What follows belongs to an exercise in optimizing a design on an open flow for small area and a short achievable clock period; a production flow would make more cautious choices. The RTL was checked by simulation tests, not by an equivalence proof against the original design. No run shown here takes its clock network from TritonCTS; it comes from the design's own scripts or RTL. The clock input has no modelled driver; a real chip could not lean on it and would need a root buffer or a full tree. Power and IR drop assume default switching activity.

$ cat flow/design.v
module garo_bias (
    input           clock,
    input           rst,
    input[7:0]      ctrl_in,
    output[7:0]     ctrl_out,
    input[31:0]     data_in,
    output[31:0]    data_out,
    input[15:0]     ro_out
);
    localparam S_IDLE       = 3'd1;
    localparam S_CALC       = 3'd2;
    localparam S_CALC_SWAP  = 3'd3;
    localparam S_SCAN       = 3'd4;
    localparam S_SCAN_SWAP  = 3'd5;
    localparam S_PRINT      = 3'd6;
    localparam S_PRINT_SWAP = 3'd7;
    reg       rst_q, rst_qq;
    reg[2:0]  cmd_lo;        
    reg       cmd_hi;        
    reg[2:0]  state;
    reg[2:0]  status;        
    reg       sync;
    reg       f0, f1;        
    reg[13:0] cfg;
    reg       clock_s;
    reg[31:0] div_cnt;
    reg[15:0] sampled;
    reg       enable;
    reg[31:0] cnt;           
    reg[31:0] cnt_b;         
    reg[31:0] result;
    reg       lock;
    reg       pend;          
    reg       done;          
    reg       muestra;       
    reg       load_d;        
    wire[3:0] sel_ro = cfg[3:0];
    wire[4:0] resol  = cfg[8:4];
    wire[4:0] fdiv   = cfg[13:9];
    assign ctrl_out = {5'b0, status};
    assign data_out = result;
    wire[2:0] cmd = cmd_hi ? 3'd3 : cmd_lo;    
    always @(posedge clock) begin
        rst_q  <= rst;
        rst_qq <= rst_q;
        cmd_lo <= ctrl_in[2:0];
        cmd_hi <= |ctrl_in[7:3];
        status <= (rst_q || state == S_CALC) ? 3'd1 : state;
        f0     <= (state == S_CALC) & lock;
        f1     <= f0;
        enable <= !rst_q & sync & !lock;
        if(rst_q) begin
            state <= S_IDLE;
            sync  <= 0;
            cfg   <= 0;
        end
        else case(state)
            S_IDLE: begin
                sync <= 0;
                if(cmd == 3'd2)      state <= S_CALC;
                else if(cmd == 3'd4) state <= S_SCAN;
                else if(cmd == 3'd6) state <= S_PRINT;
            end
            S_CALC: begin
                sync <= 1;
                if(f0 & f1) state <= S_CALC_SWAP;
            end
            S_CALC_SWAP:
                if(cmd == 3'd0) state <= S_IDLE;
            S_SCAN:
                if(cmd == 3'd5) begin
                    cfg   <= data_in[13:0];
                    state <= S_SCAN_SWAP;
                end
            S_SCAN_SWAP:
                if(cmd == 3'd0)      state <= S_IDLE;
                else if(cmd == 3'd4) state <= S_SCAN;
            S_PRINT:
                if(cmd == 3'd7) state <= S_PRINT_SWAP;
            S_PRINT_SWAP:
                if(cmd == 3'd0)      state <= S_IDLE;
                else if(cmd == 3'd6) state <= S_PRINT;
            default: ;
        endcase
    end
    reg[31:0] fdiv_mask;
    integer i;
    always @* for(i = 0; i < 32; i = i + 1) fdiv_mask[i] = (i >= fdiv);
    wire div_end = |(div_cnt & fdiv_mask);
    wire tick = !clock_s & div_end;
    wire[31:0] div_inc = div_cnt + 32'd1;
    always @(posedge clock) begin
        if(rst_q) begin
            clock_s <= 1;                
            div_cnt <= 32'd1;
        end
        else if(div_end) begin
            clock_s <= !clock_s;
            div_cnt <= 32'd1;
        end
        else
            div_cnt <= div_inc;
    end
    always @(posedge clock)
        if(tick) sampled <= ro_out;
    always @(posedge clock) begin
        muestra <= sampled[sel_ro];
        done    <= cnt[resol];
    end
    wire count    = tick & enable & !done;
    wire complete = tick & enable & done;
    wire clear    = tick & !enable;
    wire printing = state[2] & state[1];                   
    wire resolve  = pend & (state == S_PRINT || state == S_IDLE);
    wire[31:0] cnt_inc   = cnt + 32'd1;
    wire[31:0] cnt_b_inc = cnt_b + 32'd1;
    always @(posedge clock) begin
        if(clear)      cnt <= 0;
        else if(count) cnt <= cnt_inc;
        if(clear & !pend | resolve | rst_q) cnt_b <= 0;
        else if(count & muestra)    cnt_b <= cnt_b_inc;
        if(clear | rst_q)  lock <= 0;
        else if(complete)  lock <= 1;
    end
    always @(posedge clock) begin
        load_d <= complete & !printing;
        if(rst_qq | load_d | resolve)
            result <= cnt_b;
        if(rst_q | resolve)
            pend <= 0;
        else if(complete & printing)
            pend <= 1;
    end
endmodule
$ cat flow/flow/run.sh
#!/bin/bash
# Layout flow: the standard ORFS flow (standard.sh: the standard synthesis
# unchanged, the same SDC, floorplan, power grid, placement and routing) with
# these changes:
#  * ports are buffered with buf_2 cells;
#  * repair_timing aims for a setup slack of 7.2 ns against the 10 ns clock
#    (SETUP_SLACK_MARGIN), so it keeps improving paths down to a ~2.8 ns period;
#  * the clock tree is built by flow/cts_tree.tcl instead of TritonCTS: the
#    clock port drives 4 clkbuf_16, each of those 4 clkbuf_8, each of those one
#    sixteenth of the flip-flops, grouped by place. Every flip-flop is two
#    buffers from the clock port.
# Each step's full output is in synth.log / layout.log here and in orfs/logs.
set -euo pipefail
here=$(cd "$(dirname "$0")" && pwd)
export BUFFER_PORTS_ARGS="-buffer_cell sky130_fd_sc_hd__buf_2"
export SETUP_SLACK_MARGIN=7.2
export PRE_CTS_TCL="$here/cts_tree.tcl"
export CTS_NROOT=4
export CTS_NLEAF=16
export CTS_ROOT_BUF=sky130_fd_sc_hd__clkbuf_16
export CTS_LEAF_BUF=sky130_fd_sc_hd__clkbuf_8
bash standard.sh synth > synth.log 2>&1
bash standard.sh > layout.log 2>&1
$ cat flow/flow/cts_tree.tcl
# Sourced before ORFS's CTS step (PRE_CTS_TCL). It replaces TritonCTS with a
# two-level clock tree built by recursive bisection of the flip-flops' places
# (at the median y, then x, then y ...): the clock port drives CTS_NROOT root
# buffers (CTS_ROOT_BUF), each drives CTS_NLEAF/CTS_NROOT leaf buffers
# (CTS_LEAF_BUF), and each leaf drives the clock pins of one group of
# flip-flops. With CTS_NLEAF equal to CTS_NROOT the roots drive the flip-flops. Each buffer sits at the centre of the flip-flops below it, and
# every flip-flop is two buffers from the clock port.
rename clock_tree_synthesis triton_clock_tree_synthesis

proc cts_split {sinks axis} {
  set sorted [lsort -real -index $axis $sinks]
  set h [expr {[llength $sorted] / 2}]
  return [list [lrange $sorted 0 [expr {$h - 1}]] [lrange $sorted $h end]]
}

proc cts_centre {sinks} {
  set sx 0.0; set sy 0.0
  foreach s $sinks { set sx [expr {$sx + [lindex $s 1]}]; set sy [expr {$sy + [lindex $s 2]}] }
  set n [llength $sinks]
  return [list [expr {int($sx / $n)}] [expr {int($sy / $n)}]]
}

proc cts_buffer {name cell in_net out_name sinks} {
  set block [ord::get_db_block]
  set master [[ord::get_db] findMaster $cell]
  set inst [odb::dbInst_create $block $master $name]
  set net [odb::dbNet_create $block $out_name]
  $net setSigType CLOCK
  [$inst findITerm A] connect $in_net
  [$inst findITerm X] connect $net
  lassign [cts_centre $sinks] x y
  $inst setLocation [expr {$x - [$master getWidth] / 2}] [expr {$y - [$master getHeight] / 2}]
  $inst setPlacementStatus PLACED
  puts "cts_tree: $name ($cell) below [llength $sinks] flip-flops at ([expr {$x / 1000.0}], [expr {$y / 1000.0}])"
  return $net
}

proc clock_tree_synthesis {args} {
  set block [ord::get_db_block]
  set clk [$block findNet clock]
  set sinks {}
  foreach it [$clk getITerms] {
    set bb [[$it getInst] getBBox]
    lappend sinks [list $it [expr {([$bb xMin] + [$bb xMax]) / 2.0}] \
      [expr {([$bb yMin] + [$bb yMax]) / 2.0}]]
  }
  puts "cts_tree: [llength $sinks] clock sinks"
  set groups [list $sinks]
  set axis 2
  while {[llength $groups] < $::env(CTS_NLEAF)} {
    set next {}
    foreach g $groups { lappend next {*}[cts_split $g $axis] }
    set groups $next
    set axis [expr {3 - $axis}]
  }
  if {$::env(CTS_NLEAF) == $::env(CTS_NROOT)} {
    # one level: the root buffers drive the flip-flops
    set r 0
    foreach g $groups {
      set rnet [cts_buffer clkbuf_root_$r $::env(CTS_ROOT_BUF) $clk clknet_root_$r $g]
      foreach s $g {
        set it [lindex $s 0]
        $it disconnect
        $it connect $rnet
      }
      incr r
    }
    $clk setSigType CLOCK
    global_connect
    set_propagated_clock [all_clocks]
    return
  }
  set per [expr {$::env(CTS_NLEAF) / $::env(CTS_NROOT)}]
  for {set r 0} {$r < $::env(CTS_NROOT)} {incr r} {
    set leaves [lrange $groups [expr {$r * $per}] [expr {$r * $per + $per - 1}]]
    set below [concat {*}$leaves]
    set rnet [cts_buffer clkbuf_root_$r $::env(CTS_ROOT_BUF) $clk clknet_root_$r $below]
    set l 0
    foreach g $leaves {
      set lnet [cts_buffer clkbuf_leaf_${r}_$l $::env(CTS_LEAF_BUF) $rnet clknet_leaf_${r}_$l $g]
      foreach s $g {
        set it [lindex $s 0]
        $it disconnect
        $it connect $lnet
      }
      incr l
    }
  }
  $clk setSigType CLOCK
  global_connect
  set_propagated_clock [all_clocks]
}
$ cat flow/standard.sh
#!/bin/bash
# synth_recipe.tcl (not shown) runs the flow's synth.tcl, then flattens the netlist and writes it again
# the make line also repeats each setting of config.mk as NAME=value (left out here)
make -C /OpenROAD-flow-scripts/flow DESIGN_CONFIG=/design/flow/config.mk WORK_HOME=/design/flow/orfs CLKGATE_MAP_FILE= SYNTH_SCRIPT=/design/flow/synth_recipe.tcl "${@:-finish}"
$ cat flow/config.mk
export PLATFORM = sky130hd
export DESIGN_NAME = garo_bias
export DESIGN_NICKNAME = garo_bias
export VERILOG_FILES = /design/flow/design.v
export SDC_FILE = /design/flow/constraint.sdc
export NUM_CORES = 4
export LEC_CHECK = 0
export CAP_MARGIN = 20
export CORE_MARGIN = 2
export CORE_UTILIZATION = 40
export PLACE_DENSITY = 0.6
export SLEW_MARGIN = 20
$ cat flow/constraint.sdc
create_clock -name core_clock -period 10.0 [get_ports {clock}]
set_input_delay 2.0000 -clock core_clock [delete_from_list [all_inputs] [get_ports {clock}]]
set_output_delay 2.0000 -clock core_clock [all_outputs]
set_load 0.01 [all_outputs]
==> results of run 1 <==
==> metal layers <==
metal | global-route usage (%) | share of wire [%]
met2 | 25.4 | 45
met1 | 24.4 | 49
met3 | 1.79 | 4.8
met5 | 0 | 0
met4 | 3.00 | 1.8
==> synthesized netlist by cell type (2+ instances only) <==
library cell	number
o21ai_0	22
or4_1	49
o41ai_1	4
a21o_1	5
or3_1	7
xor2_1	15
o21bai_1	2
nor2b_1	8
nand3b_1	3
buf_6	8
maj3_1	2
dfxtp_1	132
mux2i_1	16
clkbuf_1	32
nand4_1	28
nor4_1	7
or2_2	3
a31oi_1	5
nor3b_1	4
or4b_2	4
o31ai_1	51
buf_4	6
nand2_1	53
and4_1	12
a21oi_1	71
buf_2	9
xnor2_1	15
mux4_2	15
ha_1	3
nand2b_1	9
and2_1	8
edfxtp_1	48
a2111oi_0	2
nor3_1	10
nand3_1	34
o211ai_1	3
a32o_1	2
inv_1	18
and3_1	6
inv_2	2
nor2_1	73
==> final timing paths <==
check | cells past startpoint | from | endpoint
worst min-delay path | 0 | f0 | f1
worst max-delay path | 1 | result[0] | data_out[0]
worst max register to register | 9 | cfg[12] | cnt[10]
worst min register to register | 0 | f0 | f1
==> power by group through the flow <==
stage	sequential, mW	combinational, mW	clock (mW)
2_1_floorplan	0.780	0.0264	0
3_3_place_gp	0.778	0.0437	0
3_5_place_dp	0.778	0.0436	0
4_1_cts	0.761	0.0489	0.456
5_1_grt	0.761	0.0520	0.481
6_report	0.760	0.0479	0.438
==> area by class of cell <==
| class | instances | area share, % |
|---|---|---|
| sequential | 180 | 44.2 |
| multi-input combinational | 578 | 41.8 |
| timing repair buffer | 93 | 6.07 |
| tap | 270 | 3.64 |
| buffer | 20 | 3.45 |
| inverter | 20 | 0.836 |
==> cell families after synthesis <==
kind of cell | after synthesis | share of synthesized area, %
xor+xnor | 30 | 3.17
flops | 180 | 49.3
buf+inv | 77 | 4.75
mux | 32 | 6.14
compound gates | 182 | 14.2
fa+ha+maj | 5 | 0.694
other cells | 1 | 0.0452
simple gates | 323 | 21.7
==> metrics by stage <==
| step | instances | utilization, % | area, sq um | power, mW | setup slack, ps |
|---|---|---|---|---|---|
| detailed placement | 1129 | 43.2 | 8770 | 0.822 | 6320 |
| finish | 1161 | 45.7 | 9280 | 1.25 | 7150 |
| floorplan | 834 | - | 8300 | 0.806 | 7540 |
| global placement | 1129 | 43.2 | 8770 | 0.822 | 6350 |
| CTS | 1152 | 45.2 | 9180 | 1.27 | 7140 |
| global route | 1161 | 45.7 | 9280 | 1.29 | 7110 |
==> sequential cells by signal, summed over array words and instances, names as in the netlist, 3 cells and up <==
register  count
cfg          14
cmd_lo        3
cnt          32
cnt_b        32
div_cnt      32
result       32
sampled      16
state         3
status        3
==> repair_timing <==
action	CTS	global route
buffers inserted	1	9
setup endpoints to repair	129	110
resized for setup	14	10
pin swaps	2	4
endpoints found under the hold margin	0	0
gates cloned	2	0
==> flow_summary.yaml, run 1 <==
routing:
  drc: 0
  postRouteAntennaNets: 0
  firstDrtPassIters: 7
  viasPerCell: 5.63
  wl_per_cell_microns: 16.0
  routed-via-count: 6534
  routed_wirelength_microns: 18600
  drtIter0Drc: 311
place:
  gp_congestion: 0.825
  portBuffers: 74
  hpwlAfterDp_microns: 11700
critical_path:
  worstPathArrival_ps: 850
  required_ps: 8000
  cp_num_buf_inv: 1
  worstSetupStartpointType: "register"
  critical_path.slowest_cell: "edfxtp_1"
  worstPathCellList: "buf_2"
  slowest_delay_ps: 410
  crit_type: "register to output port"
  r2r_setup_slack_ps: 7360
  crit_path_end_kind: "output port"
  crit_family: "flip-flops"
  critical_path.max_fanout: 1
power:
  p_clk_share_pct: 35.1
  internal-power_mw: 0.989
  p_leak_nw: 3.13
  p_per_area_nw_per_um2: 134
  vdd_drop_max_mv: 0.0818
  seqPwrFrac_pct: 61.0
  switching_share_pct: 20.7
  p_sw_mw: 0.258
  combPwrFrac_pct: 3.8
sta:
  min_period_ps: 2850
  max_freq_ghz: 0.351
  rsz0062_at_grt: "true"
  min_period_over_period_pct: 28.5
  hold_viol_final: 0
  tns_ps: 0
  clock_skew_ps: 18.3
  whs_ps: 355
  worstMarginPinSlew_ps: 700
  slew_headroom_pct: 53.2
  drv_slew: 0
  setup_viol: 0
floorplanning:
  die_height_microns: 148
  ios: 98
  die_width_microns: 148
  die_area_sq_um: 21900
  initial_core_util_pct: 40.8
  core_sq_um: 20300
  row_count: 52
global_route:
  first_global_vias: 5886
  grt_max_degree: 52
  grt_pass1_wl_microns: 30400
  grt_usage_pct: 16.2
  grt.overflow.total: 0
  grt_antenna_before_repair: 0
cts:
  clk_latency_ps: 290
  cts_hold_buffers: 0
  clk_pin_slew_ps: 80
worst_hold_path:
  hold_class: "register to register"
synth:
  syn_area_sq_um: 8290
  synth_top_area_share_pct: 31.9
  synthTopCellsByArea: "dfxtp_1, edfxtp_1, o31ai_1"
  yosysUniqueCellTypes: 65
  yosysTopAreaCell: "dfxtp_1"
  ys_ff_latch: 180
  synth_edf_count: 48
  synthCells: 830
  synth-seq-area-share_pct: 49.3
  yosys_warnings: 1
  synthFlopType: "dfxtp_1"
  async_flop_share_pct: 0
  syn_avg_cell_area_sq_um: 9.99
final_layout:
  final_cell_mix: "dfxtp_1, buf_2, nor2_1"
  final_common_cell: "dfxtp_1"
  diodes: 0
  seq_area_sq_um: 4100
  syn_to_final_growth_pct: 11.9
  drive_gt1_share_pct: 17.5
  fillers: 1984
  multi_input_area_sq_um: 3880
  finalNetCount: 954
outcome:
  outcome: "finished clean"
job:
  maxCapViolations: 0
==> inputs of run 2 (changes only) <==
--- a/flow/design.v
+++ b/flow/design.v
@@ -28,10 +28,11 @@
     reg       enable;
     reg[31:0] cnt;           
     reg[31:0] cnt_b;         
+    reg       cnt_c;         
+    reg       cnt_b_c;       
     reg[31:0] result;
     reg       lock;
     reg       pend;          
-    reg       done;          
     reg       muestra;       
     reg       load_d;        
     wire[3:0] sel_ro = cfg[3:0];
@@ -83,6 +84,20 @@
             default: ;
         endcase
     end
+    function [27:0] inc28(input[27:0] x, input e);
+        reg[6:0] all1;
+        reg[27:0] t;
+        integer k, j;
+        begin
+            for(k = 0; k < 7; k = k + 1) all1[k] = &x[4*k +: 4];
+            for(k = 0; k < 7; k = k + 1) begin
+                t[4*k] = e;
+                for(j = 0; j < k; j = j + 1) t[4*k] = t[4*k] & all1[j];
+                for(j = 1; j < 4; j = j + 1) t[4*k+j] = t[4*k+j-1] & x[4*k+j-1];
+            end
+            inc28 = x ^ t;
+        end
+    endfunction
     reg[31:0] fdiv_mask;
     integer i;
     always @* for(i = 0; i < 32; i = i + 1) fdiv_mask[i] = (i >= fdiv);
@@ -103,22 +118,24 @@
     end
     always @(posedge clock)
         if(tick) sampled <= ro_out;
-    always @(posedge clock) begin
+    wire[27:0] cnt_hi   = inc28(cnt[31:4], cnt_c);
+    wire[27:0] cnt_b_hi = inc28(cnt_b[31:4], cnt_b_c);
+    always @(posedge clock)
         muestra <= sampled[sel_ro];
-        done    <= cnt[resol];
-    end
+    wire done = cnt[resol];
     wire count    = tick & enable & !done;
     wire complete = tick & enable & done;
     wire clear    = tick & !enable;
     wire printing = state[2] & state[1];                   
     wire resolve  = pend & (state == S_PRINT || state == S_IDLE);
-    wire[31:0] cnt_inc   = cnt + 32'd1;
-    wire[31:0] cnt_b_inc = cnt_b + 32'd1;
+    wire[4:0] cnt_lo   = {1'b0, cnt[3:0]} + count;
+    wire[4:0] cnt_b_lo = {1'b0, cnt_b[3:0]} + (count & muestra);
+    wire cnt_b_zero = clear & !pend | resolve | rst_q;
     always @(posedge clock) begin
-        if(clear)      cnt <= 0;
-        else if(count) cnt <= cnt_inc;
-        if(clear & !pend | resolve | rst_q) cnt_b <= 0;
-        else if(count & muestra)    cnt_b <= cnt_b_inc;
+        cnt     <= clear ? 32'd0 : {cnt_hi, cnt_lo[3:0]};
+        cnt_c   <= !clear & cnt_lo[4];
+        cnt_b   <= cnt_b_zero ? 32'd0 : {cnt_b_hi, cnt_b_lo[3:0]};
+        cnt_b_c <= !cnt_b_zero & cnt_b_lo[4];
         if(clear | rst_q)  lock <= 0;
         else if(complete)  lock <= 1;
     end
==> flow/flow/run.sh (replaced) <==
#!/bin/bash
# Layout flow: the standard ORFS flow (standard.sh: the standard synthesis
# unchanged, the same SDC, floorplan, power grid, placement and routing) with
# these changes:
#  * ports are buffered with buf_2 cells;
#  * repair_timing aims for a setup slack of 7.2 ns against the 10 ns clock
#    (SETUP_SLACK_MARGIN), so it keeps improving paths down to a ~2.8 ns period;
#  * the clock tree is built by flow/cts_tree.tcl instead of TritonCTS: the
#    clock port drives 4 clkbuf_8, each of those 2 clkbuf_16, each of those one
#    eighth of the flip-flops, grouped by place. Every flip-flop is two
#    buffers from the clock port.
# Each step's full output is in synth.log / layout.log here and in orfs/logs.
set -euo pipefail
here=$(cd "$(dirname "$0")" && pwd)
export BUFFER_PORTS_ARGS="-buffer_cell sky130_fd_sc_hd__buf_2"
export SETUP_SLACK_MARGIN=7.2
export PRE_CTS_TCL="$here/cts_tree.tcl"
export CTS_NROOT=4
export CTS_NLEAF=8
export CTS_ROOT_BUF=sky130_fd_sc_hd__clkbuf_8
export CTS_LEAF_BUF=sky130_fd_sc_hd__clkbuf_16
bash standard.sh synth > synth.log 2>&1
bash standard.sh > layout.log 2>&1
==> flow_summary.yaml, run 2 <==
critical_path:
  crit_path_end_kind: "output port"
  crit_end: "data_out[25]"
  crit_family: "flip-flops"
  worst_r2r_endpoint: "cnt[2]"
  crit_start: "result[25]"
  worstSetupStartpointType: "register"
  slowest_delay_ps: 400
  crit_cells: 1
  r2r_setup_slack_ps: 7340
  cp_num_buf_inv: 1
  worstPathArrival_ps: 840
  worstPathCellList: "buf_2"
  r2r_cells: 12
  worstReg2RegStart: "cfg[10]"
  required_ps: 8000
  crit_type: "register to output port"
  critical_path.slowest_cell: "edfxtp_1"
  critical_path.max_fanout: 1
sta:
  setup_viol: 0
  slew_headroom_pct: 37.8
  rsz0062_at_grt: "true"
  max_freq_ghz: 0.352
  hold_viol_final: 0
  tns_ps: 0
  drv_slew: 0
  whs_ps: 359
  min_period_over_period_pct: 28.4
  min_period_ps: 2840
  clock_skew_ps: 11.5
  worstMarginPinSlew_ps: 926
global_route:
  first_global_vias: 5087
  grt_antenna_before_repair: 0
  grt_pass1_wl_microns: 23600
  grt.overflow.total: 0
  grt_usage_pct: 13.5
  grt_max_degree: 62
routing:
  postRouteAntennaNets: 0
  routed-via-count: 5059
  firstDrtPassIters: 4
  viasPerCell: 5.04
  routed_wirelength_microns: 14000
  drc: 0
  drtIter0Drc: 204
  wl_per_cell_microns: 13.9
synth:
  syn_avg_cell_area_sq_um: 11.5
  yosys_warnings: 1
  synth_edf_count: 48
  yosysUniqueCellTypes: 66
  synth-seq-area-share_pct: 52.7
  synthFlopType: "dfxtp_1"
  syn_area_sq_um: 7790
  yosysTopAreaCell: "dfxtp_1"
  ys_ff_latch: 181
  synthCells: 677
  synth_top_area_share_pct: 34.2
  synth_common_cells: "dfxtp_1, nor2_1, edfxtp_1"
  synthTopCellsByArea: "dfxtp_1, edfxtp_1, ha_1"
  yosysMostFrequentCell: "dfxtp_1"
  async_flop_share_pct: 0
place:
  placed_area_sq_um: 8360
  hpwlAfterDp_microns: 9910
  portBuffers: 74
  gp_congestion: 0.852
power:
  vdd_drop_max_mv: 0.0703
  seqPwrFrac_pct: 64.3
  p_sw_mw: 0.233
  combPwrFrac_pct: 3.2
  internal-power_mw: 0.955
  p_clk_share_pct: 32.4
  p_leak_nw: 3.36
  switching_share_pct: 19.6
  p_per_area_nw_per_um2: 137
final_layout:
  design_area_sq_um: 8670
  diodes: 0
  drive_gt1_share_pct: 20.9
  finalNetCount: 845
  syn_to_final_growth_pct: 11.3
  final_cell_mix: "dfxtp_1, buf_2, nor2_1"
  final_common_cell: "dfxtp_1"
floorplanning:
  initial_core_util_pct: 40.4
  core_sq_um: 19300
  row_count: 51
  ios: 98
  die_area_sq_um: 20600
  die_width_microns: 144
  die_height_microns: 144
job:
  maxCapViolations: 0
cts:
  cts_hold_buffers: 0
  clk_latency_ps: 290
  clk_pin_slew_ps: 90
worst_hold_path:
  hold_class: "register to register"
outcome:
  outcome: "finished clean"
-- run 2: repair_timing --
| item | CTS | global route |
|---|---|---|
| pin swaps | 1 | 2 |
| resized for setup | 9 | 3 |
| setup buffers | 1 | 1 |
| setup endpoints to repair | 106 | 93 |
-- run 2: worst min-delay path by stage --
stage          cells past startpoint     end   from
6_report                           0      f1     f0
4_1_cts                            0      f1     f0
2_1_floorplan                      0  rst_qq  rst_q
5_1_grt                            0      f1     f0
3_3_place_gp                       0      f1     f0
3_5_place_dp                       0      f1     f0
-- run 2: per-layer routing --
layer  wire length [microns]  share of wire, %  GRT usage [%]
met5                       0                 0              0
met4                     278               2.0           2.58
met1                    6220                45           17.2
met2                    6950                50           25.1
met3                     500               3.6          0.966
-- run 2: logic make-up after synthesis --
| family | after synthesis | share of synthesized area (%) |
|---|---|---|
| simple gates | 262 | 20.0 |
| buf+inv | 51 | 3.28 |
| other cells | 1 | 0.0481 |
| compound gates | 58 | 5.19 |
| flops | 181 | 52.7 |
| xor+xnor | 47 | 5.28 |
| fa+ha+maj | 47 | 7.55 |
| mux | 30 | 5.96 |
-- run 2: layout make-up --
class | instances | area [sq um]
Multi-Input combinational cell | 449 | 3490
Sequential cell | 181 | 4120
Buffer | 12 | 255
Timing Repair Buffer | 80 | 415
Fill cell | 1821 | 10600
Tap cell | 265 | 332
Inverter | 16 | 60.1
-- run 2: stage by stage --
stage,cells,power (mW),utilization [%],setup slack [ps]
final,1003,1.19,45.0,7160
after global routing,1003,1.24,45.0,7130
after CTS,1002,1.20,44.9,7150
after detailed placement,989,0.821,43.4,6450
after global placement,989,0.819,43.4,6560
after floorplan,681,0.805,-,7230
-- run 2: power groups by stage --
stage               registers, mW  clock network (mW)  logic [mW]
floorplan                   0.784                   0      0.0219
global route                0.766               0.427      0.0427
CTS                         0.765               0.400      0.0396
detailed placement          0.782                   0      0.0386
finish                      0.764               0.386      0.0386
global placement            0.782                   0      0.0375
==> inputs of run 3 (changes only) <==
--- a/flow/design.v
+++ b/flow/design.v
@@ -14,7 +14,7 @@
     localparam S_SCAN_SWAP  = 3'd5;
     localparam S_PRINT      = 3'd6;
     localparam S_PRINT_SWAP = 3'd7;
-    reg       rst_q, rst_qq;
+    reg       rst_q;
     reg[2:0]  cmd_lo;        
     reg       cmd_hi;        
     reg[2:0]  state;
@@ -43,7 +43,6 @@
     wire[2:0] cmd = cmd_hi ? 3'd3 : cmd_lo;    
     always @(posedge clock) begin
         rst_q  <= rst;
-        rst_qq <= rst_q;
         cmd_lo <= ctrl_in[2:0];
         cmd_hi <= |ctrl_in[7:3];
         status <= (rst_q || state == S_CALC) ? 3'd1 : state;
@@ -130,7 +129,7 @@
     wire resolve  = pend & (state == S_PRINT || state == S_IDLE);
     wire[4:0] cnt_lo   = {1'b0, cnt[3:0]} + count;
     wire[4:0] cnt_b_lo = {1'b0, cnt_b[3:0]} + (count & muestra);
-    wire cnt_b_zero = clear & !pend | resolve | rst_q;
+    wire cnt_b_zero = clear & !pend | resolve;
     always @(posedge clock) begin
         cnt     <= clear ? 32'd0 : {cnt_hi, cnt_lo[3:0]};
         cnt_c   <= !clear & cnt_lo[4];
@@ -140,8 +139,10 @@
         else if(complete)  lock <= 1;
     end
     always @(posedge clock) begin
-        load_d <= complete & !printing;
-        if(rst_qq | load_d | resolve)
+        load_d <= !rst_q & complete & !printing;
+        if(rst_q)
+            result <= 0;
+        else if(load_d | resolve)
             result <= cnt_b;
         if(rst_q | resolve)
             pend <= 0;
==> flow_summary.yaml, run 3 <==
outcome:
  outcome: "finished clean"
critical_path:
  crit_type: "register to output port"
  crit_path_end_kind: "output port"
  worstPathCellList: "buf_6"
  crit_family: "flip-flops"
  critical_path.slowest_cell: "dfxtp_2"
  critical_path.max_fanout: 1
  worstPathArrival_ps: 780
  worstSetupStartpointType: "register"
  required_ps: 8000
  slowest_delay_ps: 370
  cp_num_buf_inv: 1
sta:
  rsz0062_at_grt: "false"
  max_freq_ghz: 0.360
  min_period_ps: 2780
  min_period_over_period_pct: 27.8
  hold_viol_final: 0
  worst_slack_ps: 7220
  setup_viol: 0
  drv_slew: 0
  worstMarginPinSlew_ps: 1060
  tns_ps: 0
  slew_headroom_pct: 29.0
  clock_skew_ps: 14.0
global_route:
  grt_max_degree: 61
  grt.overflow.total: 0
  first_global_vias: 5020
  grt_antenna_before_repair: 0
  grt_pass1_wl_microns: 24200
  grt_usage_pct: 14.0
place:
  placed_area_sq_um: 8140
  dpl_worst_slack_ps: 7070
  hpwlAfterDp_microns: 10000
  gp_congestion: 0.848
  portBuffers: 74
synth:
  syn_area_sq_um: 7620
  yosysMostFrequentCell: "dfxtp_1"
  synth_top_area_share_pct: 43.1
  yosysUniqueCellTypes: 54
  synth_common_cells: "dfxtp_1, nor2_1, nand2_1"
  synth-seq-area-share_pct: 49.4
  ys_ff_latch: 180
  synth_edf_count: 16
  synthCells: 779
  synthFlopType: "dfxtp_1"
  synthTopCellsByArea: "dfxtp_1, ha_1, edfxtp_1"
  yosys_warnings: 1
  async_flop_share_pct: 0
  yosysTopAreaCell: "dfxtp_1"
  syn_avg_cell_area_sq_um: 9.78
power:
  vdd_drop_max_mv: 0.0904
  p_per_area_nw_per_um2: 136
  p_leak_nw: 3.47
routing:
  firstDrtPassIters: 4
  wl_per_cell_microns: 13.3
  viasPerCell: 4.98
  drtIter0Drc: 240
  routed_wirelength_microns: 14200
  drc: 0
  routed-via-count: 5322
  postRouteAntennaNets: 0
worst_hold_path:
  hold_class: "register to register"
final_layout:
  diodes: 0
  fillers: 1800
  final_common_cell: "dfxtp_1"
  finalNetCount: 942
  utilization_pct: 45.3
  design_area_sq_um: 8480
  drive_gt1_share_pct: 17.6
  final_cell_mix: "dfxtp_1, nor2_1, nand2_1"
  syn_to_final_growth_pct: 11.3
cts:
  clk_pin_slew_ps: 90
  clk_latency_ps: 300
floorplanning:
  core_sq_um: 18700
  die_height_microns: 142
  die_area_sq_um: 20200
  die_width_microns: 142
  ios: 98
  initial_core_util_pct: 40.7
  row_count: 50
job:
  maxCapViolations: 0
[run 3: cell count changes in the layout (fill, tap and decap cells not counted), moves of 4 or more]
cell,change
dfxtp_1,+13
dfxtp_2,+16
nor3_2,-11
and2_1,-7
nor2_1,+21
nand2_1,+62
nor3b_2,-20
nor3_1,-4
a21oi_1,+34
nor2b_1,+19
o21ai_0,+6
edfxtp_1,-32
[run 3: kinds of logic after synthesis]
kind of cell | share of synthesized area [%]
DFF | 49.4
AOI/OAI and AO/OA | 8.24
buffers and inverters | 3.25
adders and majority gates | 7.72
and+or+nand+nor | 19.8
xor gates and xnor gates | 5.63
muxes | 5.93
other | 0.0492
[run 3: through the flow]
step / hold WS (ps) / std cells / total power [mW]
after floorplan: 331 / 783 / 0.767
after global placement: 335 / 1052 / 0.779
after detailed placement: 342 / 1052 / 0.779
after CTS: 356 / 1065 / 1.16
after global routing: 370 / 1069 / 1.20
final: 354 / 1069 / 1.15
[run 3: power breakdown]
| part | leakage [nW] | internal [mW] | switching, mW |
|---|---|---|---|
| clock network | 0.127 | 0.181 | 0.208 |
| registers | 1.49 | 0.732 | 0.00297 |
| logic | 1.85 | 0.00982 | 0.0160 |
| total | 3.47 | 0.922 | 0.227 |
[run 3: per-layer routing]
metal	track usage, %	share of wire, %
met1	20.5	51
met2	23.5	45
met3	0.841	3.0
met4	1.89	1.5
met5	0	0
[run 3: path summary, 6_finish.rpt]
| kind | start | endpoint | slack, ps | cells after the start |
|---|---|---|---|---|
| worst min-delay path | f0 | f1 | 350 | 0 |
| worst max-delay path | status[0] | ctrl_out[0] | 7220 | 1 |
| worst max register to register | cfg[12] | cnt[2] | 7360 | 12 |
| worst min register to register | f0 | f1 | 350 | 0 |
[run 3: layout make-up]
type / count / area [sq um] / area share [%]
Buffer: 12 / 255 / 3.01
Timing Repair Buffer: 82 / 437 / 5.15
Inverter: 14 / 56.3 / 0.664
Multi-Input combinational cell: 547 / 3630 / 42.9
Tap cell: 234 / 293 / 3.45
Sequential cell: 180 / 3800 / 44.9
[run 3: what timing repair did]
| item | CTS | global route |
|---|---|---|
| pin swaps | 1 | 1 |
| hold buffers | 0 | 0 |
| setup buffers | 1 | 4 |
| resized for setup | 13 | 19 |
| endpoints found under the setup margin | 75 | 79 |
| gates cloned | 0 | 0 |
==> inputs of run 4 (changes only) <==
==> flow/flow/run.sh (replaced) <==
#!/bin/bash
# Layout flow: the standard ORFS flow (standard.sh: the standard synthesis
# unchanged, the same SDC, floorplan, power grid, placement and routing) with
# these changes:
#  * ports are buffered with buf_2 cells;
#  * repair_timing aims for a setup slack of 7.25 ns against the 10 ns clock
#    (SETUP_SLACK_MARGIN), so it keeps improving paths down to a ~2.75 ns period;
#  * the clock tree is built by flow/cts_tree.tcl instead of TritonCTS: the
#    clock port drives 4 clkbuf_16, each of those 4 clkbuf_8, each of those one
#    sixteenth of the flip-flops, grouped by place. Every flip-flop is two
#    buffers from the clock port.
# Each step's full output is in synth.log / layout.log here and in orfs/logs.
set -euo pipefail
here=$(cd "$(dirname "$0")" && pwd)
export BUFFER_PORTS_ARGS="-buffer_cell sky130_fd_sc_hd__buf_2"
export SETUP_SLACK_MARGIN=7.25
export PRE_CTS_TCL="$here/cts_tree.tcl"
export CTS_NROOT=4
export CTS_NLEAF=16
export CTS_ROOT_BUF=sky130_fd_sc_hd__clkbuf_16
export CTS_LEAF_BUF=sky130_fd_sc_hd__clkbuf_8
bash standard.sh synth > synth.log 2>&1
bash standard.sh > layout.log 2>&1
==> flow_summary.yaml, run 4 <==
global_route:
  use_met3_pct: 1.75
  first_global_vias: 5084
  grt_usage_pct: 14.3
  grt.overflow.total: 0
  use_met1_pct: 20.4
  grt_busiest_layer: "met2"
  grt_pass1_wl_microns: 24600
  grt_max_degree: 61
  met2_usage_pct: 23.7
  grt_antenna_before_repair: 0
critical_path:
  worstPathArrival_ps: 750
  worstReg2RegStart: "cfg[12]"
  crit_family: "flip-flops"
  worstPathCellList: "buf_6"
  critical_path.slowest_cell: "dfxtp_2"
  worstSetupStartpointType: "register"
  critical_path.max_fanout: 1
  slowest_delay_ps: 370
  cp_num_buf_inv: 1
  worst_r2r_endpoint: "cnt[2]"
  crit_path_end_kind: "output port"
  required_ps: 8000
  r2r_setup_slack_ps: 7380
  r2r_cells: 12
  crit_type: "register to output port"
synth:
  synth_top_area_share_pct: 43.1
  yosys_warnings: 1
  syn_avg_cell_area_sq_um: 9.78
  syn_area_sq_um: 7620
  yosysUniqueCellTypes: 54
  yosysTopAreaCell: "dfxtp_1"
  synth_edf_count: 16
  synthTopCellsByArea: "dfxtp_1, ha_1, edfxtp_1"
  synth_common_cells: "dfxtp_1, nor2_1, nand2_1"
  ys_ff_latch: 180
  synthFlopType: "dfxtp_1"
  synth-seq-area-share_pct: 49.4
  synthCells: 779
  async_flop_share_pct: 0
  yosysMostFrequentCell: "dfxtp_1"
worst_hold_path:
  hold_class: "register to register"
  hold_start: "f0"
  holdPathEnd: "f1"
  holdPathStages: 0
final_layout:
  drive_gt1_share_pct: 21.1
  diodes: 0
  utilization_pct: 47.2
  final_common_cell: "dfxtp_1"
  final_cell_mix: "dfxtp_1, nor2_1, nand2_1"
  syn_to_final_growth_pct: 15.8
  finalNetCount: 956
routing:
  viasPerCell: 5.02
  drtIter0Drc: 253
  postRouteAntennaNets: 0
  routed-via-count: 5437
  firstDrtPassIters: 5
  routed_wirelength_microns: 14900
  wl_per_cell_microns: 13.8
  drc: 0
sta:
  tns_ps: 0
  drv_slew: 0
  hold_viol_final: 0
  slew_headroom_pct: 32.9
  worst_slack_ps: 7250
  max_freq_ghz: 0.363
  clock_skew_ps: 16.7
  min_period_over_period_pct: 27.5
  min_period_ps: 2750
  whs_ps: 352
  worstMarginPinSlew_ps: 1010
  rsz0062_at_grt: "true"
  setup_viol: 0
place:
  portBuffers: 74
  hpwlAfterDp_microns: 10000
  dpl_worst_slack_ps: 7070
  gp_congestion: 0.848
floorplanning:
  initial_core_util_pct: 40.7
  row_count: 50
  ios: 98
  die_width_microns: 142
  die_height_microns: 142
  core_sq_um: 18700
  die_area_sq_um: 20200
power:
  p_clk_share_pct: 36.5
  seqPwrFrac_pct: 61.3
  internal-power_mw: 0.956
  p_sw_mw: 0.240
  switching_share_pct: 20.1
  p_leak_nw: 3.57
  combPwrFrac_pct: 2.2
  finalPower_mw: 1.20
  p_per_area_nw_per_um2: 136
  vdd_drop_max_mv: 0.0943
cts:
  cts_hold_buffers: 0
  clk_latency_ps: 290
  clk_pin_slew_ps: 70
job:
  maxCapViolations: 0
outcome:
  outcome: "finished clean"
[run 4: timing repair]
item                       in CTS  in global routing
resized for setup              33                 52
cloned                          0                  0
setup endpoints to repair      87                103
setup buffers                   1                 10
pin swaps                       1                  4
[run 4: worst reg2reg max path, cell delays in order, from the launching register on]
cell and delay [ps]:
dfxtp_4 420, clkinvlp_4 150, o21ai_0 210, nand4_1 180
a2111oi_4 380, buf_4 210, nand3_2 130, nand3b_1 150
nor2_1 60, ha_1 210, ha_1 210, xnor2_1 150
nor2_1 50
[run 4: per-layer routing]
metal | vias to the layer above | part of all wire [%]
met4 | 0 | 1.8
met5 | - | 0
met2 | 103 | 45
met1 | 2521 | 49
met3 | 26 | 4.4
li1 | 2787 | -
[run 4: cell families (layout without fill, tap and decap cells)]
family / after synthesis / in the layout / share of synthesized area, %
buf+inv: 56 / 122 / 3.25
simple gates: 317 / 317 / 19.8
flops: 180 / 180 / 49.4
other cells: 1 / 5 / 0.0492
mux: 31 / 31 / 5.93
compound gates: 98 / 98 / 8.24
xor+xnor: 49 / 49 / 5.63
fa+ha+maj: 47 / 47 / 7.72
[run 4: worst max-delay path by stage]
stage,startpoint,end,slack (ps),cells past startpoint
6_report,status[0],ctrl_out[0],7250,1
5_1_grt,cfg[12],cnt[2],7180,12
4_1_cts,status[0],ctrl_out[0],7240,1
3_5_place_dp,cfg[11],div_cnt[21],7070,7
3_3_place_gp,cfg[11],cnt_b[2],7030,11
2_1_floorplan,cfg[11],sampled[0],7530,6
[run 4: cell type report]
cell class                      instances  area (sq um)
Sequential cell                       180          3830
Tap cell                              234           293
Timing Repair Buffer                   88           676
Inverter                               14          56.3
Fill cell                            1783          9880
Multi-Input combinational cell        547          3650
Buffer                                 20           320
[run 4: metrics by stage]
stage          instance area, sq um  std cells
2_1_floorplan                  7630        783
3_3_place_gp                   8140       1052
3_5_place_dp                   8140       1052
4_1_cts                        8550       1073
5_1_grt                        8830       1083
6_report                       8830       1083
[run 4: power groups by stage]
stage                     registers (mW)  logic, mW  clock network, mW
after floorplan                    0.751     0.0159                  0
after global placement             0.752     0.0265                  0
after detailed placement           0.752     0.0266                  0
after CTS                          0.735     0.0267              0.454
after global routing               0.734     0.0295              0.485
final                              0.734     0.0262              0.436

separate check: timing with driven ports:
No port has a modelled driver above. Below, the same layouts with a new extraction and two added sets of constraints.
Step 1: set_driving_cell puts a clkbuf_16 on clock and a buf_2 on each other input, an assumption about the parent block.
Step 2, shift: input delay + t, output delay - t, t = (earliest + latest rising clock arrival at the registers) / 2. This alone moves slack from input paths to output paths.
a / b / c = no drivers / after step 1 / after step 2; a / b = the first two.
| run | t (ns) | slack for setup (ns) | worst setup path at the end | slew at the worst register clock pin (ns) | worst data-port slew with drivers (ns) |
|---|---|---|---|---|---|
| run 1 | 0.373 | 7.154 / 7.060 / 7.359 | register to register | 0.08 / 0.08 | 0.04 |
| run 2 | 0.362 | 7.162 / 7.087 / 7.336 | register to register | 0.09 / 0.09 | 0.04 |
| run 3 | 0.361 | 7.223 / 7.151 / 7.357 | register to register | 0.09 / 0.09 | 0.04 |
| run 4 | 0.367 | 7.247 / 7.156 / 7.380 | register to register | 0.08 / 0.08 | 0.04 |
After both steps every run listed still meets setup and hold.
